What follows belongs to an exercise in optimizing a design on an open flow for small area and a short achievable clock period; a production flow would make more cautious choices.
The RTL was checked by simulation tests, not by an equivalence proof against the original design.
Power figures rest on the tool's default switching activity, not on a simulated workload.

--- flow/design.v ---
module alu_top (
    input             clk,
    input      [7:0]  a,
    input      [7:0]  b,
    input      [3:0]  sel,
    output reg [15:0] out
);
    reg  [7:0]  a_q, b_q;
    reg  [3:0]  sel_q;
    wire [15:0] alu_out;
    always @(posedge clk) begin
        a_q   <= a;
        b_q   <= b;
        sel_q <= sel;
        out   <= alu_out;
    end
    alu u_alu (.a(a_q), .b(b_q), .sel(sel_q), .out(alu_out));
endmodule

`timescale 1ns / 1ps
module alu_addsub(
    input  [7:0] a, b,
    input        inc, sub, cin,
    output [8:0] sum
    );
    wire [7:0] bop = inc ? 8'd0 : (sub ? ~b : b);
    wire as1 = a[0] ^ bop[0] ^ cin;
    wire ac2 = (a[0] & bop[0]) | (a[0] & cin) | (bop[0] & cin);
    wire as3 = a[1] ^ bop[1] ^ ac2;
    wire ac4 = (a[1] & bop[1]) | (a[1] & ac2) | (bop[1] & ac2);
    wire as5 = a[2] ^ bop[2] ^ ac4;
    wire ac6 = (a[2] & bop[2]) | (a[2] & ac4) | (bop[2] & ac4);
    wire as7 = a[3] ^ bop[3] ^ ac6;
    wire ac8 = (a[3] & bop[3]) | (a[3] & ac6) | (bop[3] & ac6);
    wire as9 = a[4] ^ bop[4] ^ ac8;
    wire ac10 = (a[4] & bop[4]) | (a[4] & ac8) | (bop[4] & ac8);
    wire as11 = a[5] ^ bop[5] ^ ac10;
    wire ac12 = (a[5] & bop[5]) | (a[5] & ac10) | (bop[5] & ac10);
    wire as13 = a[6] ^ bop[6] ^ ac12;
    wire ac14 = (a[6] & bop[6]) | (a[6] & ac12) | (bop[6] & ac12);
    wire as15 = a[7] ^ bop[7] ^ ac14;
    wire ac16 = (a[7] & bop[7]) | (a[7] & ac14) | (bop[7] & ac14);
    assign sum = {ac16, as15, as13, as11, as9, as7, as5, as3, as1};
endmodule
module alu_mul(
    input  [7:0]  a, b,
    output [15:0] prod
    );
    wire pp0_0 = a[0] & b[0];
    wire pp0_1 = a[1] & b[0];
    wire pp0_2 = a[2] & b[0];
    wire pp0_3 = a[3] & b[0];
    wire pp0_4 = a[4] & b[0];
    wire pp0_5 = a[5] & b[0];
    wire pp0_6 = a[6] & b[0];
    wire pp0_7 = a[7] & b[0];
    wire pp1_0 = a[0] & b[1];
    wire pp1_1 = a[1] & b[1];
    wire pp1_2 = a[2] & b[1];
    wire pp1_3 = a[3] & b[1];
    wire pp1_4 = a[4] & b[1];
    wire pp1_5 = a[5] & b[1];
    wire pp1_6 = a[6] & b[1];
    wire pp1_7 = a[7] & b[1];
    wire pp2_0 = a[0] & b[2];
    wire pp2_1 = a[1] & b[2];
    wire pp2_2 = a[2] & b[2];
    wire pp2_3 = a[3] & b[2];
    wire pp2_4 = a[4] & b[2];
    wire pp2_5 = a[5] & b[2];
    wire pp2_6 = a[6] & b[2];
    wire pp2_7 = a[7] & b[2];
    wire pp3_0 = a[0] & b[3];
    wire pp3_1 = a[1] & b[3];
    wire pp3_2 = a[2] & b[3];
    wire pp3_3 = a[3] & b[3];
    wire pp3_4 = a[4] & b[3];
    wire pp3_5 = a[5] & b[3];
    wire pp3_6 = a[6] & b[3];
    wire pp3_7 = a[7] & b[3];
    wire pp4_0 = a[0] & b[4];
    wire pp4_1 = a[1] & b[4];
    wire pp4_2 = a[2] & b[4];
    wire pp4_3 = a[3] & b[4];
    wire pp4_4 = a[4] & b[4];
    wire pp4_5 = a[5] & b[4];
    wire pp4_6 = a[6] & b[4];
    wire pp4_7 = a[7] & b[4];
    wire pp5_0 = a[0] & b[5];
    wire pp5_1 = a[1] & b[5];
    wire pp5_2 = a[2] & b[5];
    wire pp5_3 = a[3] & b[5];
    wire pp5_4 = a[4] & b[5];
    wire pp5_5 = a[5] & b[5];
    wire pp5_6 = a[6] & b[5];
    wire pp5_7 = a[7] & b[5];
    wire pp6_0 = a[0] & b[6];
    wire pp6_1 = a[1] & b[6];
    wire pp6_2 = a[2] & b[6];
    wire pp6_3 = a[3] & b[6];
    wire pp6_4 = a[4] & b[6];
    wire pp6_5 = a[5] & b[6];
    wire pp6_6 = a[6] & b[6];
    wire pp6_7 = a[7] & b[6];
    wire pp7_0 = a[0] & b[7];
    wire pp7_1 = a[1] & b[7];
    wire pp7_2 = a[2] & b[7];
    wire pp7_3 = a[3] & b[7];
    wire pp7_4 = a[4] & b[7];
    wire pp7_5 = a[5] & b[7];
    wire pp7_6 = a[6] & b[7];
    wire pp7_7 = a[7] & b[7];
    wire ms17 = pp0_6 ^ pp1_5;
    wire mc18 = pp0_6 & pp1_5;
    wire ms19 = pp0_7 ^ pp1_6 ^ pp2_5;
    wire mc20 = (pp0_7 & pp1_6) | (pp0_7 & pp2_5) | (pp1_6 & pp2_5);
    wire ms21 = pp3_4 ^ pp4_3;
    wire mc22 = pp3_4 & pp4_3;
    wire ms23 = pp1_7 ^ pp2_6 ^ pp3_5;
    wire mc24 = (pp1_7 & pp2_6) | (pp1_7 & pp3_5) | (pp2_6 & pp3_5);
    wire ms25 = pp4_4 ^ pp5_3;
    wire mc26 = pp4_4 & pp5_3;
    wire ms27 = pp2_7 ^ pp3_6 ^ pp4_5;
    wire mc28 = (pp2_7 & pp3_6) | (pp2_7 & pp4_5) | (pp3_6 & pp4_5);
    wire ms29 = pp0_4 ^ pp1_3;
    wire mc30 = pp0_4 & pp1_3;
    wire ms31 = pp0_5 ^ pp1_4 ^ pp2_3;
    wire mc32 = (pp0_5 & pp1_4) | (pp0_5 & pp2_3) | (pp1_4 & pp2_3);
    wire ms33 = pp3_2 ^ pp4_1;
    wire mc34 = pp3_2 & pp4_1;
    wire ms35 = ms17 ^ pp2_4 ^ pp3_3;
    wire mc36 = (ms17 & pp2_4) | (ms17 & pp3_3) | (pp2_4 & pp3_3);
    wire ms37 = pp4_2 ^ pp5_1 ^ pp6_0;
    wire mc38 = (pp4_2 & pp5_1) | (pp4_2 & pp6_0) | (pp5_1 & pp6_0);
    wire ms39 = mc18 ^ ms19 ^ ms21;
    wire mc40 = (mc18 & ms19) | (mc18 & ms21) | (ms19 & ms21);
    wire ms41 = pp5_2 ^ pp6_1 ^ pp7_0;
    wire mc42 = (pp5_2 & pp6_1) | (pp5_2 & pp7_0) | (pp6_1 & pp7_0);
    wire ms43 = mc20 ^ mc22 ^ ms23;
    wire mc44 = (mc20 & mc22) | (mc20 & ms23) | (mc22 & ms23);
    wire ms45 = ms25 ^ pp6_2 ^ pp7_1;
    wire mc46 = (ms25 & pp6_2) | (ms25 & pp7_1) | (pp6_2 & pp7_1);
    wire ms47 = mc24 ^ mc26 ^ ms27;
    wire mc48 = (mc24 & mc26) | (mc24 & ms27) | (mc26 & ms27);
    wire ms49 = pp5_4 ^ pp6_3 ^ pp7_2;
    wire mc50 = (pp5_4 & pp6_3) | (pp5_4 & pp7_2) | (pp6_3 & pp7_2);
    wire ms51 = mc28 ^ pp3_7 ^ pp4_6;
    wire mc52 = (mc28 & pp3_7) | (mc28 & pp4_6) | (pp3_7 & pp4_6);
    wire ms53 = pp5_5 ^ pp6_4 ^ pp7_3;
    wire mc54 = (pp5_5 & pp6_4) | (pp5_5 & pp7_3) | (pp6_4 & pp7_3);
    wire ms55 = pp4_7 ^ pp5_6 ^ pp6_5;
    wire mc56 = (pp4_7 & pp5_6) | (pp4_7 & pp6_5) | (pp5_6 & pp6_5);
    wire ms57 = pp0_3 ^ pp1_2;
    wire mc58 = pp0_3 & pp1_2;
    wire ms59 = ms29 ^ pp2_2 ^ pp3_1;
    wire mc60 = (ms29 & pp2_2) | (ms29 & pp3_1) | (pp2_2 & pp3_1);
    wire ms61 = mc30 ^ ms31 ^ ms33;
    wire mc62 = (mc30 & ms31) | (mc30 & ms33) | (ms31 & ms33);
    wire ms63 = mc32 ^ mc34 ^ ms35;
    wire mc64 = (mc32 & mc34) | (mc32 & ms35) | (mc34 & ms35);
    wire ms65 = mc36 ^ mc38 ^ ms39;
    wire mc66 = (mc36 & mc38) | (mc36 & ms39) | (mc38 & ms39);
    wire ms67 = mc40 ^ mc42 ^ ms43;
    wire mc68 = (mc40 & mc42) | (mc40 & ms43) | (mc42 & ms43);
    wire ms69 = mc44 ^ mc46 ^ ms47;
    wire mc70 = (mc44 & mc46) | (mc44 & ms47) | (mc46 & ms47);
    wire ms71 = mc48 ^ mc50 ^ ms51;
    wire mc72 = (mc48 & mc50) | (mc48 & ms51) | (mc50 & ms51);
    wire ms73 = mc52 ^ mc54 ^ ms55;
    wire mc74 = (mc52 & mc54) | (mc52 & ms55) | (mc54 & ms55);
    wire ms75 = mc56 ^ pp5_7 ^ pp6_6;
    wire mc76 = (mc56 & pp5_7) | (mc56 & pp6_6) | (pp5_7 & pp6_6);
    wire ms77 = pp0_2 ^ pp1_1;
    wire mc78 = pp0_2 & pp1_1;
    wire ms79 = ms57 ^ pp2_1 ^ pp3_0;
    wire mc80 = (ms57 & pp2_1) | (ms57 & pp3_0) | (pp2_1 & pp3_0);
    wire ms81 = mc58 ^ ms59 ^ pp4_0;
    wire mc82 = (mc58 & ms59) | (mc58 & pp4_0) | (ms59 & pp4_0);
    wire ms83 = mc60 ^ ms61 ^ pp5_0;
    wire mc84 = (mc60 & ms61) | (mc60 & pp5_0) | (ms61 & pp5_0);
    wire ms85 = mc62 ^ ms63 ^ ms37;
    wire mc86 = (mc62 & ms63) | (mc62 & ms37) | (ms63 & ms37);
    wire ms87 = mc64 ^ ms65 ^ ms41;
    wire mc88 = (mc64 & ms65) | (mc64 & ms41) | (ms65 & ms41);
    wire ms89 = mc66 ^ ms67 ^ ms45;
    wire mc90 = (mc66 & ms67) | (mc66 & ms45) | (ms67 & ms45);
    wire ms91 = mc68 ^ ms69 ^ ms49;
    wire mc92 = (mc68 & ms69) | (mc68 & ms49) | (ms69 & ms49);
    wire ms93 = mc70 ^ ms71 ^ ms53;
    wire mc94 = (mc70 & ms71) | (mc70 & ms53) | (ms71 & ms53);
    wire ms95 = mc72 ^ ms73 ^ pp7_4;
    wire mc96 = (mc72 & ms73) | (mc72 & pp7_4) | (ms73 & pp7_4);
    wire ms97 = mc74 ^ ms75 ^ pp7_5;
    wire mc98 = (mc74 & ms75) | (mc74 & pp7_5) | (ms75 & pp7_5);
    wire ms99 = mc76 ^ pp6_7 ^ pp7_6;
    wire mc100 = (mc76 & pp6_7) | (mc76 & pp7_6) | (pp6_7 & pp7_6);
    wire ms101 = pp0_1 ^ pp1_0;
    wire mc102 = pp0_1 & pp1_0;
    wire ms103 = ms77 ^ pp2_0 ^ mc102;
    wire mc104 = (ms77 & pp2_0) | (ms77 & mc102) | (pp2_0 & mc102);
    wire ms105 = mc78 ^ ms79 ^ mc104;
    wire mc106 = (mc78 & ms79) | (mc78 & mc104) | (ms79 & mc104);
    wire ms107 = mc80 ^ ms81 ^ mc106;
    wire mc108 = (mc80 & ms81) | (mc80 & mc106) | (ms81 & mc106);
    wire ms109 = mc82 ^ ms83 ^ mc108;
    wire mc110 = (mc82 & ms83) | (mc82 & mc108) | (ms83 & mc108);
    wire ms111 = mc84 ^ ms85 ^ mc110;
    wire mc112 = (mc84 & ms85) | (mc84 & mc110) | (ms85 & mc110);
    wire ms113 = mc86 ^ ms87 ^ mc112;
    wire mc114 = (mc86 & ms87) | (mc86 & mc112) | (ms87 & mc112);
    wire ms115 = mc88 ^ ms89 ^ mc114;
    wire mc116 = (mc88 & ms89) | (mc88 & mc114) | (ms89 & mc114);
    wire ms117 = mc90 ^ ms91 ^ mc116;
    wire mc118 = (mc90 & ms91) | (mc90 & mc116) | (ms91 & mc116);
    wire ms119 = mc92 ^ ms93 ^ mc118;
    wire mc120 = (mc92 & ms93) | (mc92 & mc118) | (ms93 & mc118);
    wire ms121 = mc94 ^ ms95 ^ mc120;
    wire mc122 = (mc94 & ms95) | (mc94 & mc120) | (ms95 & mc120);
    wire ms123 = mc96 ^ ms97 ^ mc122;
    wire mc124 = (mc96 & ms97) | (mc96 & mc122) | (ms97 & mc122);
    wire ms125 = mc98 ^ ms99 ^ mc124;
    wire mc126 = (mc98 & ms99) | (mc98 & mc124) | (ms99 & mc124);
    wire ms127 = mc100 ^ pp7_7 ^ mc126;
    wire mc128 = (mc100 & pp7_7) | (mc100 & mc126) | (pp7_7 & mc126);
    assign prod = {mc128, ms127, ms125, ms123, ms121, ms119, ms117, ms115, ms113, ms111, ms109, ms107, ms105, ms103, ms101, pp0_0};
endmodule
module alu(
    input  [7:0]  a, b,
    input  [3:0]  sel,
    output reg [15:0] out
    );
    wire is_inc = (sel == 4'd1);
    wire is_sub = (sel == 4'd2);
    wire [8:0]  sum;
    wire [15:0] prod;
    alu_addsub u_addsub (.a(a), .b(b), .inc(is_inc), .sub(is_sub), .cin(is_inc | is_sub), .sum(sum));
    alu_mul    u_mul    (.a(a), .b(b), .prod(prod));
    wire [7:0] q;
    wire gs7_129 = a[7] | ~b[0];
    assign q[7] = (b[7:1] == 0) & gs7_129;
    wire [0:0] r7 = q[7] ? {(a[7] ^ b[0])} : {a[7]};
    wire gs6_130 = a[6] | ~b[0];
    wire gs6_131 = r7[0] & ~b[1];
    wire es6_132 = ~(r7[0] ^ b[1]);
    wire ps6_133 = gs6_131 | (es6_132 & gs6_130);
    assign q[6] = (b[7:2] == 0) & ps6_133;
    wire [1:0] r6 = q[6] ? {(r7[0] ^ b[1] ^ ~gs6_130), (a[6] ^ b[0])} : {r7[0], a[6]};
    wire gs5_134 = a[5] | ~b[0];
    wire gs5_135 = r6[0] & ~b[1];
    wire es5_136 = ~(r6[0] ^ b[1]);
    wire gs5_137 = r6[1] & ~b[2];
    wire es5_138 = ~(r6[1] ^ b[2]);
    wire ps5_139 = gs5_135 | (es5_136 & gs5_134);
    wire ps5_140 = gs5_137 | (es5_138 & ps5_139);
    assign q[5] = (b[7:3] == 0) & ps5_140;
    wire [2:0] r5 = q[5] ? {(r6[1] ^ b[2] ^ ~ps5_139), (r6[0] ^ b[1] ^ ~gs5_134), (a[5] ^ b[0])} : {r6[1], r6[0], a[5]};
    wire gs4_141 = a[4] | ~b[0];
    wire gs4_142 = r5[0] & ~b[1];
    wire es4_143 = ~(r5[0] ^ b[1]);
    wire gs4_144 = r5[1] & ~b[2];
    wire es4_145 = ~(r5[1] ^ b[2]);
    wire gs4_146 = r5[2] & ~b[3];
    wire es4_147 = ~(r5[2] ^ b[3]);
    wire ps4_148 = gs4_142 | (es4_143 & gs4_141);
    wire ps4_149 = gs4_146 | (es4_147 & gs4_144);
    wire qs4_150 = es4_147 & es4_145;
    wire ps4_151 = gs4_144 | (es4_145 & ps4_148);
    wire ps4_152 = ps4_149 | (qs4_150 & ps4_148);
    assign q[4] = (b[7:4] == 0) & ps4_152;
    wire [3:0] r4 = q[4] ? {(r5[2] ^ b[3] ^ ~ps4_151), (r5[1] ^ b[2] ^ ~ps4_148), (r5[0] ^ b[1] ^ ~gs4_141), (a[4] ^ b[0])} : {r5[2], r5[1], r5[0], a[4]};
    wire gs3_153 = a[3] | ~b[0];
    wire gs3_154 = r4[0] & ~b[1];
    wire es3_155 = ~(r4[0] ^ b[1]);
    wire gs3_156 = r4[1] & ~b[2];
    wire es3_157 = ~(r4[1] ^ b[2]);
    wire gs3_158 = r4[2] & ~b[3];
    wire es3_159 = ~(r4[2] ^ b[3]);
    wire gs3_160 = r4[3] & ~b[4];
    wire es3_161 = ~(r4[3] ^ b[4]);
    wire ps3_162 = gs3_154 | (es3_155 & gs3_153);
    wire ps3_163 = gs3_158 | (es3_159 & gs3_156);
    wire qs3_164 = es3_159 & es3_157;
    wire ps3_165 = gs3_156 | (es3_157 & ps3_162);
    wire ps3_166 = ps3_163 | (qs3_164 & ps3_162);
    wire ps3_167 = gs3_160 | (es3_161 & ps3_166);
    assign q[3] = (b[7:5] == 0) & ps3_167;
    wire [4:0] r3 = q[3] ? {(r4[3] ^ b[4] ^ ~ps3_166), (r4[2] ^ b[3] ^ ~ps3_165), (r4[1] ^ b[2] ^ ~ps3_162), (r4[0] ^ b[1] ^ ~gs3_153), (a[3] ^ b[0])} : {r4[3], r4[2], r4[1], r4[0], a[3]};
    wire gs2_168 = a[2] | ~b[0];
    wire gs2_169 = r3[0] & ~b[1];
    wire es2_170 = ~(r3[0] ^ b[1]);
    wire gs2_171 = r3[1] & ~b[2];
    wire es2_172 = ~(r3[1] ^ b[2]);
    wire gs2_173 = r3[2] & ~b[3];
    wire es2_174 = ~(r3[2] ^ b[3]);
    wire gs2_175 = r3[3] & ~b[4];
    wire es2_176 = ~(r3[3] ^ b[4]);
    wire gs2_177 = r3[4] & ~b[5];
    wire es2_178 = ~(r3[4] ^ b[5]);
    wire ps2_179 = gs2_169 | (es2_170 & gs2_168);
    wire ps2_180 = gs2_173 | (es2_174 & gs2_171);
    wire qs2_181 = es2_174 & es2_172;
    wire ps2_182 = gs2_177 | (es2_178 & gs2_175);
    wire qs2_183 = es2_178 & es2_176;
    wire ps2_184 = gs2_171 | (es2_172 & ps2_179);
    wire ps2_185 = ps2_180 | (qs2_181 & ps2_179);
    wire ps2_186 = gs2_175 | (es2_176 & ps2_185);
    wire ps2_187 = ps2_182 | (qs2_183 & ps2_185);
    assign q[2] = (b[7:6] == 0) & ps2_187;
    wire [5:0] r2 = q[2] ? {(r3[4] ^ b[5] ^ ~ps2_186), (r3[3] ^ b[4] ^ ~ps2_185), (r3[2] ^ b[3] ^ ~ps2_184), (r3[1] ^ b[2] ^ ~ps2_179), (r3[0] ^ b[1] ^ ~gs2_168), (a[2] ^ b[0])} : {r3[4], r3[3], r3[2], r3[1], r3[0], a[2]};
    wire gs1_188 = a[1] | ~b[0];
    wire gs1_189 = r2[0] & ~b[1];
    wire es1_190 = ~(r2[0] ^ b[1]);
    wire gs1_191 = r2[1] & ~b[2];
    wire es1_192 = ~(r2[1] ^ b[2]);
    wire gs1_193 = r2[2] & ~b[3];
    wire es1_194 = ~(r2[2] ^ b[3]);
    wire gs1_195 = r2[3] & ~b[4];
    wire es1_196 = ~(r2[3] ^ b[4]);
    wire gs1_197 = r2[4] & ~b[5];
    wire es1_198 = ~(r2[4] ^ b[5]);
    wire gs1_199 = r2[5] & ~b[6];
    wire es1_200 = ~(r2[5] ^ b[6]);
    wire ps1_201 = gs1_189 | (es1_190 & gs1_188);
    wire ps1_202 = gs1_193 | (es1_194 & gs1_191);
    wire qs1_203 = es1_194 & es1_192;
    wire ps1_204 = gs1_197 | (es1_198 & gs1_195);
    wire qs1_205 = es1_198 & es1_196;
    wire ps1_206 = gs1_191 | (es1_192 & ps1_201);
    wire ps1_207 = ps1_202 | (qs1_203 & ps1_201);
    wire ps1_208 = gs1_199 | (es1_200 & ps1_204);
    wire qs1_209 = es1_200 & qs1_205;
    wire ps1_210 = gs1_195 | (es1_196 & ps1_207);
    wire ps1_211 = ps1_204 | (qs1_205 & ps1_207);
    wire ps1_212 = ps1_208 | (qs1_209 & ps1_207);
    assign q[1] = (b[7:7] == 0) & ps1_212;
    wire [6:0] r1 = q[1] ? {(r2[5] ^ b[6] ^ ~ps1_211), (r2[4] ^ b[5] ^ ~ps1_210), (r2[3] ^ b[4] ^ ~ps1_207), (r2[2] ^ b[3] ^ ~ps1_206), (r2[1] ^ b[2] ^ ~ps1_201), (r2[0] ^ b[1] ^ ~gs1_188), (a[1] ^ b[0])} : {r2[5], r2[4], r2[3], r2[2], r2[1], r2[0], a[1]};
    wire gs0_213 = a[0] | ~b[0];
    wire gs0_214 = r1[0] & ~b[1];
    wire es0_215 = ~(r1[0] ^ b[1]);
    wire gs0_216 = r1[1] & ~b[2];
    wire es0_217 = ~(r1[1] ^ b[2]);
    wire gs0_218 = r1[2] & ~b[3];
    wire es0_219 = ~(r1[2] ^ b[3]);
    wire gs0_220 = r1[3] & ~b[4];
    wire es0_221 = ~(r1[3] ^ b[4]);
    wire gs0_222 = r1[4] & ~b[5];
    wire es0_223 = ~(r1[4] ^ b[5]);
    wire gs0_224 = r1[5] & ~b[6];
    wire es0_225 = ~(r1[5] ^ b[6]);
    wire gs0_226 = r1[6] & ~b[7];
    wire es0_227 = ~(r1[6] ^ b[7]);
    wire ps0_228 = gs0_214 | (es0_215 & gs0_213);
    wire ps0_229 = gs0_218 | (es0_219 & gs0_216);
    wire qs0_230 = es0_219 & es0_217;
    wire ps0_231 = gs0_222 | (es0_223 & gs0_220);
    wire qs0_232 = es0_223 & es0_221;
    wire ps0_233 = gs0_226 | (es0_227 & gs0_224);
    wire qs0_234 = es0_227 & es0_225;
    wire ps0_235 = gs0_216 | (es0_217 & ps0_228);
    wire ps0_236 = ps0_229 | (qs0_230 & ps0_228);
    wire ps0_237 = gs0_224 | (es0_225 & ps0_231);
    wire qs0_238 = es0_225 & qs0_232;
    wire ps0_239 = ps0_233 | (qs0_234 & ps0_231);
    wire qs0_240 = qs0_234 & qs0_232;
    wire ps0_241 = gs0_220 | (es0_221 & ps0_236);
    wire ps0_242 = ps0_231 | (qs0_232 & ps0_236);
    wire ps0_243 = ps0_237 | (qs0_238 & ps0_236);
    wire ps0_244 = ps0_239 | (qs0_240 & ps0_236);
    assign q[0] = 1'b1 & ps0_244;
    wire [7:0] r0 = q[0] ? {(r1[6] ^ b[7] ^ ~ps0_243), (r1[5] ^ b[6] ^ ~ps0_242), (r1[4] ^ b[5] ^ ~ps0_241), (r1[3] ^ b[4] ^ ~ps0_236), (r1[2] ^ b[3] ^ ~ps0_235), (r1[1] ^ b[2] ^ ~ps0_228), (r1[0] ^ b[1] ^ ~gs0_213), (a[0] ^ b[0])} : {r1[6], r1[5], r1[4], r1[3], r1[2], r1[1], r1[0], a[0]};
    wire bz = (b == 8'd0);
    wire s_as   = (sel == 4'd0) | (sel == 4'd1) | (sel == 4'd2);
    wire s_addc = (sel == 4'd0) | (sel == 4'd1);
    wire s_mul  = (sel == 4'd3);
    wire s_div  = (sel == 4'd4) & ~bz;
    wire s_rem  = (sel == 4'd5) & ~bz;
    wire s_nand = (sel == 4'd8);
    wire s_nor  = (sel == 4'd9);
    wire s_ones = s_nand | s_nor | (is_sub & ~sum[8]);
    wire [3:0] tt = (sel == 4'd6)  ? 4'b1000 :    
                    (sel == 4'd7)  ? 4'b1110 :    
                    (sel == 4'd8)  ? 4'b0111 :    
                    (sel == 4'd9)  ? 4'b0001 :    
                    (sel == 4'd10) ? 4'b0110 :    
                                     4'b0000;
    reg [7:0] lg;
    integer i;
    always @(*) begin
        for (i = 0; i < 8; i = i + 1)
            lg[i] = tt[{a[i], b[i]}];
    end
    always @(*) begin
        out[7:0]  = ({8{s_as}} & sum[7:0]) | ({8{s_mul}} & prod[7:0]) | ({8{s_div}} & q) | ({8{s_rem}} & r0) | lg;
        out[8]    = (s_addc & sum[8]) | (s_mul & prod[8]) | s_ones;
        out[15:9] = ({7{s_mul}} & prod[15:9]) | {7{s_ones}};
    end
endmodule
--- flow/flow/run.sh ---
#!/bin/bash
# Layout flow: the standard ORFS layout (standard.sh) with these changes:
#  - synthesis is synth_recipe.tcl, except that
#    * the adder and multiplier modules (flow/fa_modules.txt) are kept as
#      separate modules until the end of synthesis (SYNTH_HIERARCHICAL=1,
#      then synth_recipe.tcl flattens as usual), and Yosys's full/half-adder
#      extraction (extract_fa) is applied to those modules only;
#    * Yosys's synth runs with -noabc, so the adder extraction sees the logic
#      as written;
#    * ABC maps the multiplier module with flow/synth_mul.abc (area-oriented)
#      and everything else with flow/synth.abc (delay-oriented);
#  - the resizer keeps a larger setup slack margin (flow/margin.txt), so it
#    sizes the critical paths instead of stopping at the 32 ns constraint;
#  - the smallest buffer (buf_1) on each port.
# Each tool's output goes to a log file in this folder.
set -euo pipefail
W=$(pwd)
MARGIN=$(cat flow/margin.txt)
FAMODS=$(cat flow/fa_modules.txt)
MULMODS=$(cat flow/mul_modules.txt)
{
  echo "proc abc {args} {"
  echo "  set i [lsearch \$args -script]"
  echo "  if {\$i < 0} { yosys abc {*}\$args; return }"
  echo "  set a1 \$args; lset a1 [expr {\$i + 1}] $W/flow/synth.abc"
  echo "  set a2 \$args; lset a2 [expr {\$i + 1}] $W/flow/synth_mul.abc"
  echo "  yosys abc {*}\$a2 $MULMODS"
  echo "  yosys abc {*}\$a1"
  echo "}"
  echo "proc extract_fa {args} { yosys extract_fa {*}\$args $FAMODS }"
  cat synth_recipe.tcl
} > my_synth.tcl
bash standard.sh SYNTH_SCRIPT=$W/my_synth.tcl SETUP_SLACK_MARGIN=$MARGIN \
  SYNTH_ARGS=-noabc SYNTH_HIERARCHICAL=1 SYNTH_INSBUF=0 \
  "BUFFER_PORTS_ARGS=-buffer_cell sky130_fd_sc_hd__buf_1" finish > orfs_make.log 2>&1
cp orfs/logs/*/alu_top/base/*.log . 2>/dev/null || true
--- flow/flow/fa_modules.txt ---
alu_addsub alu_mul
--- flow/flow/margin.txt ---
24
--- flow/flow/mul_modules.txt ---
alu_mul
--- flow/flow/synth.abc ---
strash
 dch
 map -B 0.9
 topo
 stime -c
--- flow/flow/synth_mul.abc ---
strash
 dch
 map -a
 topo
 stime -c
 buffer -c
 upsize -c
 dnsize -c
--- flow/standard.sh ---
#!/bin/bash
# synth_recipe.tcl (not shown) runs the flow's synth.tcl, then flattens the netlist and writes it again
# the make line also repeats each setting of config.mk as NAME=value (left out here)
make -C /OpenROAD-flow-scripts/flow DESIGN_CONFIG=/design/flow/config.mk WORK_HOME=/design/flow/orfs CLKGATE_MAP_FILE= SYNTH_SCRIPT=/design/flow/synth_recipe.tcl "${@:-finish}"
--- flow/config.mk ---
export PLATFORM = sky130hd
export DESIGN_NAME = alu_top
export DESIGN_NICKNAME = alu_top
export VERILOG_FILES = /design/flow/design.v
export SDC_FILE = /design/flow/constraint.sdc
export NUM_CORES = 4
export LEC_CHECK = 0
export ABC_AREA = 1
export CAP_MARGIN = 20
export CORE_MARGIN = 2
export CORE_UTILIZATION = 50
export SLEW_MARGIN = 20
--- flow/constraint.sdc ---
create_clock -name core_clock -period 32.0 [get_ports {clk}]
set_input_delay 6.4000 -clock core_clock [delete_from_list [all_inputs] [get_ports {clk}]]
set_output_delay 6.4000 -clock core_clock [all_outputs]
set_load 0.01 [all_outputs]
==> impl_metrics.yaml, run 1 <==
sta:
  fmax_ghz: 0.139
  finalSetupTns_ps: 0
  final.min_clock_period_ps: 7180
  final-hold-violation-count: 0
  tightest_slew_ps: 1010
  clock_skew_ps: 11.5
  fin_crit_sh_pct: 22.4
  rsz0062_at_grt: "no"
  setup_viol: 0
  slew_violations: 0
  relSlewSlack_pct: 32.6
worst_setup_path:
  r2r_start: "b_q[6]"
  worstPathArrival_ps: 780
  crit_type: "flop to output port"
  crit_start: "out[4]"
  crit_chain: "buf_1"
  critPathTopFamily: "flip-flops"
  critPathCaptureType: "output port"
  cp_max_fo: 1
  crit_path_start_kind: "flop"
  crit_required_ps: 25600
  cpPeakStageDelay_ps: 330
  cpMaxStageDelayCell: "dfxtp_1"
  path_buf_inv: 1
layout:
  nets: 857
  area_delta_synth_final_pct: 10.8
  fill_cells: 932
  drive_above_1_share_pct: 7.63
  utilization_pct: 56.2
  diodes: 0
logic_synthesis:
  synth_edf_count: 0
  netlist.area_leader.share_pct: 24.4
  synth_top_area_cell: "fa_1"
  syn-instance-count: 723
  synth_fp_nets: 808
  yosys_warnings: 8
  synth_area_mm2: 0.00460
  yosysSeqAreaShare_pct: 15.7
  synthFlopType: "dfxtp_1"
  synth_cell_types: 29
  synth.ff_latch_count: 36
  synthArstFlopShare_pct: 0
  synth.area.top_cells: "fa_1, nand2_1, dfxtp_1, nand3_1, nor2_1"
  postSynthAreaPerCell_um2: 6.36
floorplanning:
  core_mm2: 0.00906
  num_io_pins: 37
  fp.dieW_um: 99.9
  die_y_um: 99.9
  initial_core_util_pct: 50.8
  rows: 35
  die-area_mm2: 0.00999
global_route:
  grt_pass1_vias: 4782
  grt_overflow_total: 0
  grt.total_usage_pct: 29.7
  antenna_found_initial: 0
  grt_pass1_wl_mm: 23.4
  grt_max_degree: 18
place:
  dp_hpwl_mm: 11.0
  routabilityCongestion: 0.966
  io_buffer_count: 36
drt:
  routedWlPerCell_um: 15.6
  drt_iter0_markers: 194
  vias: 4866
  ant_nets: 0
  drtPass1Iterations: 5
  drt_wl_total_mm: 13.8
  routed_via_density: 5.50
  drc: 0
clock_tree:
  clk_latency_ps: 300
  clockBufferDepth: 2
  htree_levels: 2
  hold_buffers: 0
  clk_pin_slew_ps: 80
  cts_inserted_buffers: 5
  clkSinkCount: 36
  cts_tree: "built"
  clockRootBuffer: "clkbuf_8"
hold_path:
  holdCritPathClass: "flop to flop"
  worstHoldStart: "sel_q[1]"
pwr:
  powerDensity_mw_per_mm2: 39.2
  p_leak_nw: 2.49
  irDropWorstVdd_uv: 29.7
flow_run:
  maxCapViolCount: 0
outcome:
  status: "finished clean"
-- area by class of cell --
cell class | instances | area (µm²) | share of cell area, %
clock inverters | 3 | 23.8 | 0.466
flip-flops and latches | 36 | 738 | 14.5
clock buffers | 5 | 68.8 | 1.35
multi-input cells | 604 | 3620 | 71.1
well taps | 111 | 139 | 2.73
inverters | 83 | 322 | 6.31
repair buffers | 42 | 180 | 3.54
-- worst paths after layout --
path | to | slack [ps] | cells after the start
setup / recovery | out[4] | 24820 | 1
hold / removal | out[8] | 640 | 3
setup reg to reg | out[2] | 25040 | 53
hold reg to reg | out[8] | 640 | 3
-- metrics by stage --
| stage | instance area [µm²] | setup slack (ps) | std cells | total power [mW] | hold slack (ps) |
|---|---|---|---|---|---|
| after floorplan | 4600 | 25270 | 723 | 0.132 | 563 |
| after global placement | 4890 | 23690 | 872 | 0.165 | 621 |
| after detailed placement | 4890 | 23580 | 872 | 0.166 | 621 |
| after CTS | 5000 | 24020 | 880 | 0.200 | 643 |
| after global routing | 5100 | 24040 | 884 | 0.220 | 710 |
| final | 5100 | 24820 | 884 | 0.200 | 639 |
-- placed cells by master, fill, tap and decap left out, types with 3 or more instances in the layout --
cell type   netlist  layout
a31oi_1           3       3
buf_1             0      36
nor3_1            4       3
dfxtp_4           0       4
clkinvlp_4        0       4
nand3_1          97      97
nand3b_1          4       4
clkbuf_8          0       5
buf_4             0       6
nand2_2           0       5
nor2_1          110     108
nand2_1         253     247
a21oi_2           0       3
ha_1              8       8
fa_1             56      56
a21oi_1          23      20
xnor2_1           4       4
nand4_1           5       5
clkinv_1         67      62
o21ai_0          16      15
inv_2            16      17
dfxtp_1          36      30
o211ai_1          3       3
-- power by group --
part / total, mW / internal (mW) / switching (mW)
logic: 0.111 / 0.0437 / 0.0677
clock network: 0.0342 / 0.0154 / 0.0188
registers: 0.0544 / 0.0492 / 0.00521
total: 0.200 / 0.108 / 0.0917
-- metal layers --
layer / up-vias / track usage, % / wire length, µm
met5: - / 0 / 0
met4: 0 / 11.8 / 478
met3: 36 / 4.60 / 756
met2: 147 / 52.3 / 6940
met1: 2270 / 36.5 / 5590
li1: 2413 / - / -
-- flip-flops by register name, summed over array words and instances (netlist names) --
name and cells:
a_q 8, b_q 8, out 16, sel_q 4
-- timing repair --
action                                  in CTS  in global routing
endpoints found under the setup margin       8                  8
buffers inserted                             0                  4
cloned                                       0                  0
pin swaps                                    0                  1
gates resized for setup                      6                 26
-- Yosys stat by module, one instance, submodules excluded --
module / cells inside / times used / flops+latches
alu: 510 / 1 / 0
alu_mul: 136 / 1 / 0
alu_top: 36 / 1 / 36
alu_addsub: 41 / 1 / 0
-- logic make-up after synthesis --
group / Yosys count / share of synthesized area, %
and+or+nand+nor: 477 / 42.5
adders and majority gates: 64 / 26.5
buffers and inverters: 83 / 6.77
DFF: 36 / 15.7
xor gates and xnor gates: 6 / 1.14
AOI/OAI and AO/OA: 57 / 7.34
-- synthesized netlist by cell type, types with 2 or more instances --
| master | instances |
|---|---|
| xor2_1 | 2 |
| and2_2 | 2 |
| xnor2_1 | 4 |
| o21a_1 | 2 |
| o21ai_0 | 16 |
| nand2_1 | 253 |
| o2111ai_1 | 2 |
| a21oi_1 | 23 |
| o211ai_1 | 3 |
| dfxtp_1 | 36 |
| a221oi_1 | 2 |
| inv_2 | 16 |
| nand4_1 | 5 |
| fa_1 | 56 |
| nand3_1 | 97 |
| nor3_1 | 4 |
| nand3b_1 | 4 |
| nor2_1 | 110 |
| ha_1 | 8 |
| a31oi_1 | 3 |
| clkinv_1 | 67 |
-- worst min-delay path, delay by kind of cell, from the launching register on --
kind | cells | cell delay (ps)
and+or+nand+nor | 2 | 170
DFF | 1 | 350
buffers and inverters | 1 | 90
==> run 2: changes to the inputs <==
==> flow/flow/mul_modules.txt (replaced) <==
alu_addsub alu_mul
==> flow/flow/synth.abc (replaced) <==
strash
 dc2
 dch
 map -B 0.9
 topo
 stime -c
==> impl_metrics.yaml, run 2 <==
clock_tree:
  clockRootBuffer: "clkbuf_8"
  clkSinkCount: 36
  clk_latency_ps: 300
  htree_levels: 2
  clk_pin_slew_ps: 80
  cts_inserted_buffers: 5
  hold_buffers: 0
  cts_tree: "built"
  clockBufferDepth: 2
logic_synthesis:
  synth_area_mm2: 0.00427
  synthFlopType: "dfxtp_1"
  synth.ff_latch_count: 36
  synth_fp_nets: 716
  synth_edf_count: 0
  yosysSeqAreaShare_pct: 16.9
  synthArstFlopShare_pct: 0
  postSynthAreaPerCell_um2: 6.77
  synth_top_area_cell: "fa_1"
  synth_cell_types: 28
  yosys_warnings: 8
  synth_commonest_cells: "nand2_1, nor2_1, nand3_1"
  synth.area.top_cells: "fa_1, nand2_1, dfxtp_1, nand3_1, nor2_1"
  synth.most_common_cell: "nand2_1"
  syn-instance-count: 631
  netlist.area_leader.share_pct: 26.3
sta:
  tightest_slew_ps: 661
  slew_violations: 0
  fin_crit_sh_pct: 22.8
  final-hold-violation-count: 0
  setup_viol: 0
  rsz0062_at_grt: "no"
  clock_skew_ps: 2.72
  whs_ps: 600
  relSlewSlack_pct: 55.7
  final.min_clock_period_ps: 7300
  finalSetupTns_ps: 0
  setup_ws_ps: 24700
  fmax_ghz: 0.137
floorplanning:
  core_mm2: 0.00826
  num_io_pins: 37
  fp.dieW_um: 96.4
  die-area_mm2: 0.00929
  rows: 33
  initial_core_util_pct: 51.7
  die_y_um: 96.4
drt:
  drc: 0
  drt_wl_total_mm: 12.8
  vias: 4439
  met2_length_mm: 6.41
  drt_iter0_markers: 463
  wl_met3_um: 789
  routed_via_density: 5.65
  drtPass1Iterations: 5
  routedWlPerCell_um: 16.3
  wl_met1_mm: 5.31
  top_layer: "met4"
  ant_nets: 0
pwr:
  irDropWorstVdd_uv: 18.4
  p_leak_nw: 2.27
  total_power_mw: 0.195
  powerDensity_mw_per_mm2: 40.4
worst_setup_path:
  worstPathArrival_ps: 7490
  crit_type: "flop to flop"
  crit_top_cell: "nand2_1"
  reg2regPathDepth: 63
  crit_cells: 63
  cpMaxStageDelayCell: "dfxtp_4"
  path_buf_inv: 6
  critPathCaptureType: "flop"
  cpPeakStageDelay_ps: 530
  critPathTopFamily: "simple AND/OR/NAND/NOR gates"
  cp_max_fo: 24
  crit_path_start_kind: "flop"
  crit_required_ps: 32190
layout:
  area_delta_synth_final_pct: 13.0
  diodes: 0
  largest_reg_flops: 16
  nets: 765
  final_common_cell: "nand2_1"
  drive_above_1_share_pct: 10.4
  reg.largest.list: "out: 16 flops, a_q: 8 flops, b_q: 8 flops"
  utilization_pct: 58.4
  final_cell_mix: "nand2_1, nor2_1, nand3_1, fa_1, clkinv_1"
  top_register: "out"
outcome:
  status: "finished clean"
hold_path:
  min_path_cells: 2
  holdCritPathClass: "flop to flop"
flow_run:
  maxCapViolCount: 0
place:
  routabilityCongestion: 0.929
  io_buffer_count: 36
  dp_hpwl_mm: 9.84
  pre_cts_slack_ps: 23180
global_route:
  grt.total_usage_pct: 29.6
  antenna_found_initial: 0
  grt_pass1_wl_mm: 20.9
  grt_max_degree: 25
  grt_overflow_total: 0
  grt_pass1_vias: 4338
-- run 2: cell type report --
| class | count | area [µm²] |
|---|---|---|
| fill | 829 | 3430 |
| sequential | 36 | 742 |
| timing repair buffer | 44 | 195 |
| clock buffer | 6 | 82.6 |
| clock inverter | 2 | 13.8 |
| tap | 105 | 131 |
| inverter | 76 | 294 |
| multi-input combinational | 517 | 3370 |
-- run 2: logic make-up after synthesis --
family,after synthesis,synth area share (%)
and+or+nand+nor,365,35.0
AOI/OAI and AO/OA,80,11.0
buffers and inverters,79,7.15
xor gates and xnor gates,7,1.44
DFF,36,16.9
adders and majority gates,64,28.6
-- run 2: per-layer routing --
layer  global-route usage, %  up-vias
met5                       0        -
met3                    6.05       30
met1                    36.2     2098
met2                    52.5      165
met4                    8.69        0
li1                        -     2146
-- run 2: path summary, 6_finish.rpt --
check        startpoint  endpoint  slack, ps
max              b_q[0]    out[5]      24700
min              a_q[0]    out[0]        600
max reg2reg      b_q[0]    out[5]      24700
min reg2reg      a_q[0]    out[0]        600
-- run 2: worst reg2reg max path: cells and delay by family (launching register included) --
family,cells,cell delay [ps]
AO/OA/AOI/OAI,2,270
buffers and inverters,6,770
flip-flops,1,530
AND/OR/NAND/NOR,55,5600
-- run 2: what timing repair did --
item / CTS / global route
pin swaps: 0 / 4
setup buffers: 0 / 5
resized for setup: 11 / 37
endpoints found under the setup margin: 8 / 8
gates cloned: 0 / 1
-- run 2: power breakdown --
part	internal [mW]	total [mW]	leakage (nW)	switching (mW)
Clock	0.0176	0.0365	0.0516	0.0188
Sequential	0.0491	0.0540	0.304	0.00483
Combinational	0.0413	0.104	1.91	0.0631
Total	0.108	0.195	2.27	0.0867
-- run 2: per-module statistics from Yosys, one instance, submodules excluded --
| module | copies in the design | cells |
|---|---|---|
| alu_addsub | 1 | 27 |
| alu | 1 | 432 |
| alu_top | 1 | 36 |
| alu_mul | 1 | 136 |
-- run 2: stage by stage --
| step | cells | area [µm²] |
|---|---|---|
| finish | 786 | 4830 |
| global route | 786 | 4830 |
| CTS | 780 | 4660 |
| detailed placement | 772 | 4540 |
| global placement | 772 | 4540 |
| floorplan | 631 | 4270 |
==> run 3: changes to the inputs <==
==> flow/flow/synth.abc (replaced) <==
strash
 dch
 map -B 0.5
 topo
 stime -c
==> impl_metrics.yaml, run 3 <==
worst_setup_path:
  critPathCaptureType: "flop"
  rrSetupSlack_ps: 24750
  path_buf_inv: 2
  cpMaxStageDelayCell: "dfxtp_1"
  crit_top_cell: "nand2_1"
  worstPathArrival_ps: 7430
  cpPeakStageDelay_ps: 320
  crit_required_ps: 32170
  critPathTopFamily: "simple AND/OR/NAND/NOR gates"
  crit_type: "flop to flop"
  cp_max_fo: 21
  crit_path_start_kind: "flop"
logic_synthesis:
  synth_cell_types: 34
  synth_edf_count: 0
  synth_fp_nets: 744
  synth_area_mm2: 0.00449
  synth_top_area_cell: "fa_1"
  synthArstFlopShare_pct: 0
  synth.ff_latch_count: 36
  syn-instance-count: 659
  netlist.area_leader.share_pct: 25.0
  yosysSeqAreaShare_pct: 16.1
  synth.most_common_cell: "nand2_1"
  postSynthAreaPerCell_um2: 6.81
  synth_commonest_cells: "nand2_1, nor2_1, nand3_1"
  yosys_warnings: 8
  synthFlopType: "dfxtp_1"
  synth.area.top_cells: "fa_1, dfxtp_1, nand2_1, nor2_1, nand3_1"
clock_tree:
  clockBufferDepth: 2
  clkSinkCount: 36
  cts_inserted_buffers: 5
  hold_buffers: 0
  htree_levels: 2
  clockRootBuffer: "clkbuf_8"
  clk_latency_ps: 290
  clk_pin_slew_ps: 80
  cts_tree: "built"
place:
  io_buffer_count: 36
  dp_hpwl_mm: 10.5
  routabilityCongestion: 0.905
  pre_cts_slack_ps: 23410
floorplanning:
  die-area_mm2: 0.00975
  rows: 34
  fp.dieW_um: 98.8
  num_io_pins: 37
  initial_core_util_pct: 51.5
  core_mm2: 0.00872
  die_y_um: 98.8
sta:
  finalSetupTns_ps: 0
  fmax_ghz: 0.138
  tightest_slew_ps: 834
  whs_ps: 648
  slew_violations: 0
  rsz0062_at_grt: "no"
  final-hold-violation-count: 0
  setup_viol: 0
  setup_ws_ps: 24750
  fin_crit_sh_pct: 22.7
  relSlewSlack_pct: 43.9
  clock_skew_ps: 9.05
  final.min_clock_period_ps: 7250
layout:
  nets: 790
  largest_reg_flops: 16
  diodes: 0
  final_cell_mix: "nand2_1, nor2_1, nand3_1, fa_1, clkinv_1"
  area_delta_synth_final_pct: 11.2
  final_common_cell: "nand2_1"
  top_register: "out"
  drive_above_1_share_pct: 8.92
  reg.largest.list: "out: 16 flops, a_q: 8 flops, b_q: 8 flops"
global_route:
  antenna_found_initial: 0
  grt_pass1_vias: 4730
  grt_max_degree: 22
  grt_pass1_wl_mm: 22.7
  grt.total_usage_pct: 29.0
  grt_overflow_total: 0
flow_run:
  maxCapViolCount: 0
drt:
  vias: 4695
  routedWlPerCell_um: 16.4
  drt_iter0_markers: 305
  drtPass1Iterations: 5
  ant_nets: 0
  routed_via_density: 5.77
  drt_wl_total_mm: 13.3
  drc: 0
pwr:
  irDropWorstVdd_uv: 31.3
  powerDensity_mw_per_mm2: 40.3
  p_leak_nw: 2.26
outcome:
  status: "finished clean"
hold_path:
  holdCritPathClass: "flop to flop"
[run 3: layer usage]
metal	track usage [%]	up-vias	routed length, µm
met5	0	-	0
met4	11.0	0	398
met3	3.33	38	632
met2	51.4	152	6810
met1	36.2	2223	5490
li1	-	2282	-
[run 3: cells by family (layout without fill, tap and decap cells)]
| logic type | after synthesis | in the layout | synth area share [%] |
|---|---|---|---|
| and+or+nand+nor | 357 | 357 | 33.0 |
| AOI/OAI and AO/OA | 119 | 119 | 15.6 |
| buffers and inverters | 74 | 121 | 6.38 |
| adders and majority gates | 64 | 64 | 27.2 |
| DFF | 36 | 36 | 16.1 |
| xor gates and xnor gates | 9 | 9 | 1.76 |
[run 3: where the power goes]
| group | leakage, nW | switching [mW] | internal, mW |
|---|---|---|---|
| Combinational | 1.91 | 0.0644 | 0.0420 |
| Clock | 0.0541 | 0.0176 | 0.0231 |
| Sequential | 0.303 | 0.00496 | 0.0494 |
| Total | 2.26 | 0.0869 | 0.114 |
[run 3: layout make-up]
class / instances / area [µm²]
multi-input cells: 549 / 3550
repair buffers: 42 / 180
clock inverters: 3 / 42.5
inverters: 71 / 282
fillers: 871 / 3730
flip-flops and latches: 36 / 731
well taps: 108 / 135
clock buffers: 5 / 68.8
[run 3: tightest hold or removal path: cells and delay by family (launching register included)]
kind,cells,cell delay [ps]
DFF,1,380
and+or+nand+nor,1,60
buffers and inverters,1,100
AOI/OAI and AO/OA,1,90
[run 3: stage by stage]
stage	utilization, %	power, mW	cells	cell area (µm²)
after detailed placement	54.6	0.158	803	4760
after global routing	57.2	0.220	814	4990
final	57.2	0.201	814	4990
after floorplan	-	0.129	659	4490
after global placement	54.6	0.157	803	4760
after CTS	56.1	0.200	811	4900
[run 3: final timing paths]
check | start | to | depth (start not counted)
hold reg to reg | sel_q[1] | out[8] | 3
hold / removal | sel_q[1] | out[8] | 3
setup / recovery | b_q[1] | out[3] | 48
setup reg to reg | b_q[1] | out[3] | 48
[run 3: per-module statistics from Yosys, one instance, submodules excluded]
module	flip-flops and latches	cells inside	area, µm²	times used
alu_addsub	0	27	280	1
alu	0	460	2130	1
alu_top	36	36	721	1
alu_mul	0	136	1360	1
[run 3: repair_timing]
item                       CTS  global route
pin swaps                    0             1
gates cloned                 0             0
resized for setup           11            27
setup endpoints to repair    8             8
hold endpoints to repair     0             0
buffers inserted             0             3
==> run 4: changes to the inputs <==
==> flow/flow/margin.txt (replaced) <==
24.5
==> flow/flow/synth.abc (replaced) <==
strash
 dc2
 dch
 map -B 0.9
 topo
 stime -c
==> impl_metrics.yaml, run 4 <==
outcome:
  status: "finished clean"
drt:
  drtPass1Iterations: 5
  routed_via_density: 5.64
  vias: 4502
  drt_wl_total_mm: 13.2
  drc: 0
  ant_nets: 0
  drt_iter0_markers: 387
  routedWlPerCell_um: 16.5
worst_setup_path:
  cpMaxStageDelayCell: "dfxtp_1"
  critPathCaptureType: "output port"
  path_buf_inv: 1
  crit_path_start_kind: "flop"
  worstPathArrival_ps: 760
  crit_type: "flop to output port"
  crit_chain: "buf_1"
  critPathTopFamily: "flip-flops"
  crit_required_ps: 25600
  cpPeakStageDelay_ps: 320
  cp_max_fo: 1
logic_synthesis:
  syn-instance-count: 631
  synth_top_area_cell: "fa_1"
  synthFlopType: "dfxtp_1"
  yosysSeqAreaShare_pct: 16.9
  netlist.area_leader.share_pct: 26.3
  postSynthAreaPerCell_um2: 6.77
  synth.area.top_cells: "fa_1, nand2_1, dfxtp_1, nand3_1, nor2_1"
  synth_area_mm2: 0.00427
  synth.most_common_cell: "nand2_1"
  synth_cell_types: 28
  synth.ff_latch_count: 36
  synthArstFlopShare_pct: 0
  synth_fp_nets: 716
  synth_edf_count: 0
  yosys_warnings: 8
  synth_commonest_cells: "nand2_1, nor2_1, nand3_1"
sta:
  slew_violations: 0
  final.min_clock_period_ps: 7160
  setup_viol: 0
  finalSetupTns_ps: 0
  fmax_ghz: 0.140
  clock_skew_ps: 3.53
  whs_ps: 596
  tightest_slew_ps: 669
  final-hold-violation-count: 0
  rsz0062_at_grt: "no"
  relSlewSlack_pct: 55.2
  fin_crit_sh_pct: 22.4
clock_tree:
  cts_inserted_buffers: 5
  cts_tree: "built"
  clk_pin_slew_ps: 80
  hold_buffers: 0
  htree_levels: 2
  clockBufferDepth: 2
  clk_latency_ps: 300
  clkSinkCount: 36
  clockRootBuffer: "clkbuf_8"
place:
  dpl_cell_area_mm2: 0.00454
  routabilityCongestion: 0.929
  io_buffer_count: 36
  dp_cells: 772
  dp_hpwl_mm: 9.84
layout:
  final_common_cell: "nand2_1"
  area_delta_synth_final_pct: 17.9
  diodes: 0
  final_cell_mix: "nand2_1, nor2_1, nand3_1, fa_1, clkinv_1"
  reg.largest.list: "out: 16 flops, a_q: 8 flops, b_q: 8 flops"
  top_register: "out"
  final_cells: 798
  nets: 777
  fin_area_mm2: 0.00503
  largest_reg_flops: 16
  drive_above_1_share_pct: 15.6
global_route:
  antenna_found_initial: 0
  grt_max_degree: 25
  grt_pass1_wl_mm: 20.9
  grt_pass1_vias: 4351
  grt_overflow_total: 0
  grt.total_usage_pct: 29.6
pwr:
  clkPwrFrac_pct: 18.3
  switching_share_pct: 44.8
  p_leak_nw: 2.36
  powerDensity_mw_per_mm2: 39.6
  seqPwrFrac_pct: 26.7
  power_frac_comb_pct: 54.9
  internal-power_mw: 0.110
  irDropWorstVdd_uv: 18.7
  p_sw_mw: 0.0892
  total_power_mw: 0.199
floorplanning:
  die-area_mm2: 0.00929
  num_io_pins: 37
  core_mm2: 0.00826
  rows: 33
  fp.dieW_um: 96.4
  initial_core_util_pct: 51.7
  die_y_um: 96.4
flow_run:
  maxCapViolCount: 0
hold_path:
  holdCritPathClass: "flop to flop"
==> run 4: cell count changes after synthesis, sizes merged, moves of 4 or more <==
| cell | previous run | this run |
|---|---|---|
| nand3 | 57 | 73 |
| nand2 | 179 | 196 |
| a21oi | 46 | 28 |
| o21ai | 31 | 27 |
| nand4 | 15 | 6 |
| clkinv | 55 | 60 |
| nor2 | 93 | 82 |
| a31oi | 8 | 2 |
==> run 4: cells by family after synthesis <==
group                      Yosys count  share of synthesized area [%]
buffers and inverters               79                           7.15
adders and majority gates           64                           28.6
and+or+nand+nor                    365                           35.0
AOI/OAI and AO/OA                   80                           11.0
xor gates and xnor gates             7                           1.44
DFF                                 36                           16.9
==> run 4: per-module statistics from Yosys (local to each module, per instance) <==
module / times used / area, µm²
alu_mul: 1 / 1360
alu_top: 1 / 721
alu: 1 / 1910
alu_addsub: 1 / 280
==> run 4: stage by stage <==
stage | util [%] | worst slack, ps
2_1_floorplan | - | 25030
3_3_place_gp | 55.0 | 23440
3_5_place_dp | 55.0 | 23180
4_1_cts | 57.0 | 24510
5_1_grt | 61.0 | 24400
6_report | 61.0 | 24840
==> run 4: power groups by stage <==
stage	sequential [mW]	clock, mW	combinational [mW]
6_report	0.0533	0.0365	0.109
5_1_grt	0.0539	0.0388	0.124
4_1_cts	0.0541	0.0374	0.100
3_5_place_dp	0.0550	0	0.0983
3_3_place_gp	0.0549	0	0.0960
2_1_floorplan	0.0553	0	0.0709
==> run 4: final cells by class <==
cell class / instances / area (µm²)
Clock inverter: 2 / 13.8
Timing Repair Buffer: 56 / 289
Inverter: 76 / 304
Sequential cell: 36 / 744
Clock buffer: 6 / 82.6
Multi-Input combinational cell: 517 / 3470
Tap cell: 105 / 131
Fill cell: 806 / 3220
==> run 4: repair_timing <==
action	CTS	global route
pin swaps	2	11
resized for setup	28	58
buffers inserted	1	16
setup endpoints to repair	8	8
cloned	0	1
==> run 4: layer usage <==
layer  vias to the layer above  global-route usage, %  share of wire [%]
li1                       2166                      -                  -
met1                      2140                   36.4                 42
met2                       170                   52.5                 51
met3                        26                   6.05                5.5
met4                         0                   8.69                2.0
met5                         -                      0                  0
==> run 4: worst paths after layout <==
| kind | from | to | slack (ps) | depth (start not counted) |
|---|---|---|---|---|
| min | a_q[0] | out[0] | 600 | 2 |
| max reg2reg | b_q[3] | out[5] | 25060 | 68 |
| max | out[10] | out[10] | 24840 | 1 |
| min reg2reg | a_q[0] | out[0] | 600 | 2 |
==> run 5: changes to the inputs <==
==> flow/flow/margin.txt (replaced) <==
24.25
--- a/flow/config.mk
+++ b/flow/config.mk
@@ -10,3 +10,3 @@
 export CORE_MARGIN = 2
-export CORE_UTILIZATION = 50
+export CORE_UTILIZATION = 65
 export SLEW_MARGIN = 20
==> impl_metrics.yaml, run 5 <==
outcome:
  status: "finished clean"
logic_synthesis:
  synth_commonest_cells: "nand2_1, nor2_1, nand3_1"
  synth.area.top_cells: "fa_1, nand2_1, dfxtp_1, nand3_1, nor2_1"
  muxShareOfSynthArea_pct: 0
  synthAdderAreaFrac_pct: 28.6
  yosysSeqAreaShare_pct: 16.9
  synth.most_common_cell: "nand2_1"
  synth_top_family_by_area: "simple AND/OR/NAND/NOR gates"
  synth_top_area_cell: "fa_1"
  syn-instance-count: 631
  synth.ff_latch_count: 36
  postSynthAreaPerCell_um2: 6.77
  synth-xor-area-share_pct: 1.44
  synthFlopType: "dfxtp_1"
  synth_cell_types: 28
  synthArstFlopShare_pct: 0
  synth_edf_count: 0
  yosys.area_share.simple_pct: 35.0
  yosys_warnings: 8
  synth_fp_nets: 716
  synth_area_mm2: 0.00427
  synth_compound_area_share_pct: 11.0
  netlist.area_leader.share_pct: 26.3
worst_setup_path:
  crit_path_end: "out[2]"
  r2r-end: "out[5]"
  r2r_start: "b_q[1]"
  crit_type: "flop to output port"
  crit_start: "out[2]"
  crit_required_ps: 25600
  crit_path_start_kind: "flop"
  cpPeakStageDelay_ps: 330
  critPathCaptureType: "output port"
  crit_cells: 1
  rrSetupSlack_ps: 24900
  crit_chain: "buf_1"
  cp_max_fo: 1
  critPathTopFamily: "flip-flops"
  cpMaxStageDelayCell: "dfxtp_1"
  path_buf_inv: 1
  reg2regPathDepth: 58
  worstPathArrival_ps: 780
pwr:
  powerDensity_mw_per_mm2: 42.1
  irDropWorstVdd_uv: 29.3
  p_leak_nw: 2.30
  total_power_mw: 0.206
clock_tree:
  clk_latency_ps: 300
  clockBufferDepth: 2
  clkSinkCount: 36
  clk_pin_slew_ps: 80
  cts_tree: "built"
  htree_levels: 2
  cts_inserted_buffers: 5
  clockRootBuffer: "clkbuf_8"
drt:
  ant_nets: 0
  drt_iter0_markers: 570
  drc: 0
  drtPass1Iterations: 5
  routed_via_density: 6.00
  drt_wl_total_mm: 12.2
  vias: 4566
  routedWlPerCell_um: 16.0
global_route:
  grt_overflow_total: 0
  grt_pass1_wl_mm: 20.1
  grt_max_degree: 25
  grt_pass1_vias: 4519
  antenna_found_initial: 0
  grt.total_usage_pct: 34.3
layout:
  final_common_cell: "nand2_1"
  final_cell_mix: "nand2_1, nor2_1, nand3_1, fa_1, clkinv_1"
  utilization_pct: 77.0
  top_register: "out"
  drive_above_1_share_pct: 12.6
  fill_cells: 473
  largest_reg_flops: 16
  diodes: 0
  nets: 768
  area_delta_synth_final_pct: 14.6
  final_cells: 761
  reg.largest.list: "out: 16 flops, a_q: 8 flops, b_q: 8 flops"
  fin_area_mm2: 0.00489
hold_path:
  holdCritPathClass: "flop to flop"
  min_path_cells: 2
floorplanning:
  fp.dieW_um: 85.0
  core_mm2: 0.00635
  die_y_um: 85.0
  num_io_pins: 37
  initial_core_util_pct: 67.2
  die-area_mm2: 0.00723
  rows: 29
place:
  routabilityCongestion: 0.976
  dp_cells: 743
  io_buffer_count: 36
  dp_hpwl_mm: 9.15
  pre_cts_slack_ps: 23470
  dpl_cell_area_mm2: 0.00450
sta:
  fmax_ghz: 0.139
  setup_viol: 0
  tightest_slew_ps: 679
  rsz0062_at_grt: "no"
  setup_ws_ps: 24820
  final-hold-violation-count: 0
  finalSetupTns_ps: 0
  fin_crit_sh_pct: 22.4
  final.min_clock_period_ps: 7180
  whs_ps: 613
  slew_violations: 0
  clock_skew_ps: 9.09
  relSlewSlack_pct: 54.7
flow_run:
  maxCapViolCount: 0
[run 5: changes by cell type in the layout (fill, tap and decap cells not counted), moves of 2 or more]
| cell | delta |
|---|---|
| buf_4 | -8 |
| clkinv_1 | +2 |
| clkinvlp_4 | +2 |
| inv_6 | -2 |
| nand2_1 | +9 |
| nand2_2 | -8 |
| nand3_1 | +2 |
| nand3_2 | -2 |
[run 5: what timing repair did]
item	4_1_cts	5_1_grt
gates resized for setup	16	50
hold buffers	0	0
buffers inserted	0	9
endpoints found under the setup margin	8	8
pin swaps	0	8
cloned	0	1
[run 5: per-layer routing]
metal	vias to the layer above	routed length, µm	global-route usage, %
met5	-	0	0
met2	242	6040	60.7
met3	66	864	4.47
met4	0	652	16.5
met1	2112	4660	41.1
li1	2146	-	-
[run 5: modules after synthesis (local to each module, per instance)]
| module | cells | flops+latches | copies in the design | cell area, µm² |
|---|---|---|---|---|
| alu_addsub | 27 | 0 | 1 | 280 |
| alu | 432 | 0 | 1 | 1910 |
| alu_top | 36 | 36 | 1 | 721 |
| alu_mul | 136 | 0 | 1 | 1360 |
[run 5: how the worst min path moves through the flow]
stage | endpoint | slack [ps] | start
2_1_floorplan | out[0] | 520 | a_q[0]
3_3_place_gp | out[8] | 590 | sel_q[1]
3_5_place_dp | out[0] | 590 | a_q[0]
4_1_cts | out[0] | 610 | a_q[0]
5_1_grt | out[0] | 650 | a_q[0]
6_report | out[0] | 610 | a_q[0]
[run 5: area by class of cell]
cell class / count / area (µm²) / area share (%)
clock inverters: 3 / 42.5 / 0.870
inverters: 76 / 302 / 6.16
multi-input cells: 517 / 3420 / 70.0
clock buffers: 5 / 68.8 / 1.41
flip-flops and latches: 36 / 742 / 15.2
well taps: 77 / 96.3 / 1.97
repair buffers: 47 / 218 / 4.45
[run 5: cell families (layout without fill, tap and decap cells)]
| logic type | after synthesis | after routing |
|---|---|---|
| XOR/XNOR | 7 | 7 |
| buffers and inverters | 79 | 131 |
| adder cells (fa/ha/maj) | 64 | 64 |
| flip-flops | 36 | 36 |
| AND/OR/NAND/NOR | 365 | 366 |
| AO/OA/AOI/OAI | 80 | 80 |
[run 5: where the power goes]
part | switching, mW | total, mW | internal [mW]
Sequential | 0.00459 | 0.0537 | 0.0492
Combinational | 0.0669 | 0.111 | 0.0438
Clock | 0.0182 | 0.0413 | 0.0231
==> run 6: changes to the inputs <==
==> flow/flow/synth.abc (replaced) <==
strash
 dc2
 dch
 map -B 0.5
 topo
 stime -c
--- a/flow/config.mk
+++ b/flow/config.mk
@@ -10,3 +10,3 @@
 export CORE_MARGIN = 2
-export CORE_UTILIZATION = 65
+export CORE_UTILIZATION = 50
 export SLEW_MARGIN = 20
==> impl_metrics.yaml, run 6 <==
layout:
  drive_above_1_share_pct: 13.7
  diodes: 0
  top_register: "out"
  reg.largest.list: "out: 16 flops, a_q: 8 flops, b_q: 8 flops"
  nets: 743
  utilization_pct: 59.2
  fill_cells: 811
  area_delta_synth_final_pct: 14.1
  largest_reg_flops: 16
  final_cell_mix: "nand2_1, nor2_1, nand3_1, fa_1, clkinv_1"
  final_common_cell: "nand2_1"
floorplanning:
  core_mm2: 0.00830
  die_y_um: 96.8
  fp.dieW_um: 96.8
  initial_core_util_pct: 51.9
  num_io_pins: 37
  die-area_mm2: 0.00938
  rows: 33
flow_run:
  maxCapViolCount: 0
global_route:
  grt_max_degree: 21
  antenna_found_initial: 0
  grt_pass1_wl_mm: 20.9
  grt_overflow_total: 0
  grt_pass1_vias: 4357
  grt.total_usage_pct: 27.2
logic_synthesis:
  yosysSeqAreaShare_pct: 16.7
  muxShareOfSynthArea_pct: 0
  synth_fp_nets: 693
  yosys.area_share.simple_pct: 30.9
  synth.area.top_cells: "fa_1, dfxtp_1, nand2_1, nand3_1, nor2_1"
  synthArstFlopShare_pct: 0
  synthAdderAreaFrac_pct: 28.3
  synth_commonest_cells: "nand2_1, nor2_1, nand3_1"
  synth_top_area_cell: "fa_1"
  synth_edf_count: 0
  synth.ff_latch_count: 36
  synth_top_family_by_area: "simple AND/OR/NAND/NOR gates"
  synthFlopType: "dfxtp_1"
  synth_area_mm2: 0.00431
  synth_compound_area_share_pct: 13.7
  postSynthAreaPerCell_um2: 7.09
  yosys_warnings: 8
  synth-xor-area-share_pct: 3.66
  syn-instance-count: 608
  synth_cell_types: 32
  synth.most_common_cell: "nand2_1"
  netlist.area_leader.share_pct: 26.0
clock_tree:
  clk_latency_ps: 300
  clockBufferDepth: 2
  htree_levels: 2
  clockRootBuffer: "clkbuf_8"
  clk_pin_slew_ps: 80
  hold_buffers: 0
  clkSinkCount: 36
  cts_tree: "built"
  cts_inserted_buffers: 5
hold_path:
  hold_end: "out[0]"
  worstHoldStart: "a_q[0]"
  holdCritPathClass: "flop to flop"
  min_path_cells: 2
worst_setup_path:
  crit_chain: "buf_1"
  cpMaxStageDelayCell: "dfxtp_1"
  rrSetupSlack_ps: 24880
  critPathCaptureType: "output port"
  r2r-end: "out[7]"
  critPathTopFamily: "flip-flops"
  r2r_start: "b_q[5]"
  reg2regPathDepth: 56
  crit_type: "flop to output port"
  crit_path_start_kind: "flop"
  worstPathArrival_ps: 790
  crit_required_ps: 25600
  cpPeakStageDelay_ps: 340
  cp_max_fo: 1
  path_buf_inv: 1
place:
  dp_hpwl_mm: 9.69
  io_buffer_count: 36
  pre_cts_slack_ps: 23300
  routabilityCongestion: 0.911
pwr:
  irDropWorstVdd_uv: 24.2
  p_leak_nw: 2.23
  powerDensity_mw_per_mm2: 41.4
sta:
  final-hold-violation-count: 0
  fmax_ghz: 0.139
  setup_viol: 0
  fin_crit_sh_pct: 22.5
  tightest_slew_ps: 752
  final.min_clock_period_ps: 7190
  relSlewSlack_pct: 49.5
  finalSetupTns_ps: 0
  slew_violations: 0
  setup_ws_ps: 24810
  rsz0062_at_grt: "no"
  clock_skew_ps: 11.2
outcome:
  status: "finished clean"
drt:
  wl_met1_mm: 5.09
  routed_via_density: 5.67
  top_layer: "met4"
  drc: 0
  vias: 4331
  drt_wl_total_mm: 12.6
  ant_nets: 0
  met2_length_mm: 6.74
  drtPass1Iterations: 4
  routedWlPerCell_um: 16.5
  drt_iter0_markers: 208
  wl_met3_um: 556
run 6: changes by cell type after synthesis, moves of 3 or more:
| cell | before | now |
|---|---|---|
| or2_2 | 3 | 8 |
| a21o_2 | 0 | 5 |
| nand3_1 | 73 | 64 |
| o21ai_0 | 27 | 21 |
| clkinv_1 | 60 | 55 |
| and2_2 | 0 | 3 |
| a22oi_1 | 1 | 6 |
| nand2_1 | 196 | 150 |
| a21oi_1 | 28 | 38 |
| xor2_1 | 4 | 13 |
run 6: logic make-up (layout without fill, tap and decap cells):
kind of cell | after synthesis | in the layout
xor+xnor | 18 | 18
fa+ha+maj | 64 | 64
compound gates | 97 | 97
buf+inv | 74 | 124
flops | 36 | 36
simple gates | 319 | 320
run 6: cell type report:
type | count | area (µm²) | area share [%]
multi-input combinational | 499 | 3440 | 70.0
inverter | 71 | 280 | 5.70
clock inverter | 3 | 42.5 | 0.865
timing repair buffer | 45 | 203 | 4.12
clock buffer | 5 | 68.8 | 1.40
tap | 105 | 131 | 2.67
sequential | 36 | 748 | 15.2
run 6: tightest hold or removal path: cells and delay by family (launching register included):
family | cells | cell delay, ps
AND/OR/NAND/NOR | 2 | 160
flip-flops | 1 | 400
run 6: per-layer routing:
| metal | vias to the layer above | track usage [%] |
|---|---|---|
| met3 | 24 | 3.03 |
| met5 | - | 0 |
| met1 | 2093 | 33.5 |
| li1 | 2091 | - |
| met2 | 123 | 49.9 |
| met4 | 0 | 7.80 |
run 6: report_power, final:
part           total, mW  switching, mW  internal, mW  leakage [nW]
logic              0.108         0.0641        0.0437          1.87
clock network     0.0412         0.0181        0.0231        0.0541
registers         0.0544        0.00527        0.0491         0.305
total              0.203         0.0875         0.116          2.23
run 6: stage by stage:
step / cell area (µm²) / total power [mW] / std cells / hold slack, ps
6_report: 4920 / 0.203 / 764 / 597
5_1_grt: 4920 / 0.221 / 764 / 638
4_1_cts: 4700 / 0.200 / 754 / 599
3_3_place_gp: 4560 / 0.157 / 746 / 589
2_1_floorplan: 4310 / 0.127 / 608 / 528
3_5_place_dp: 4560 / 0.158 / 746 / 589
run 6: what timing repair did:
item / 4_1_cts / 5_1_grt
setup endpoints to repair: 8 / 8
cloned: 0 / 1
pin swaps: 0 / 5
setup buffers: 0 / 9
gates resized for setup: 17 / 38
run 6: per-module statistics from Yosys (local to each module, per instance):
module | flip-flops and latches | copies in the design | area, µm² | cells inside
alu_mul | 0 | 1 | 1360 | 136
alu_top | 36 | 1 | 721 | 36
alu_addsub | 0 | 1 | 280 | 27
alu | 0 | 1 | 1950 | 409
run 6: how the worst max path moves through the flow:
stage | from | to | slack [ps] | depth (start not counted)
6_report | out[3] | out[3] | 24810 | 1
2_1_floorplan | b_q[0] | out[7] | 25080 | 51
3_3_place_gp | b_q[0] | out[7] | 23470 | 50
5_1_grt | b_q[7] | out[6] | 24170 | 56
4_1_cts | b_q[7] | out[7] | 24280 | 58
3_5_place_dp | b_q[0] | out[4] | 23300 | 54

-- static timing again, ports no longer ideal --
In the flow no input, the clock included, has a driving cell. The finished layouts below were timed again as built, in two steps.
Step 1: set_driving_cell puts a clkbuf_16 on clk and a buf_2 on each other input, an assumption about the parent block.
Step 2 adds t to the input delays and takes it off the output delays; t is the mean of the earliest and latest rising clock arrival at the registers after step 1. Input paths then give back, and output paths get back, about the clock's delay inside the block.
Three values: no drivers, after step 1, after step 2; two values: the first two.
run | t, ns | setup WS [ns] | cell pins on the clock port's net
run 1 | 0.322 | 24.818 / 24.786 / 25.043 | 1
run 2 | 0.331 | 24.703 / 24.703 / 24.703 | 1
run 3 | 0.322 | 24.747 / 24.747 / 24.747 | 1
run 4 | 0.332 | 24.836 / 24.800 / 25.058 | 1
run 5 | 0.325 | 24.821 / 24.789 / 24.897 | 1
run 6 | 0.322 | 24.812 / 24.783 / 24.879 | 1
After both steps every run listed still meets setup and hold.
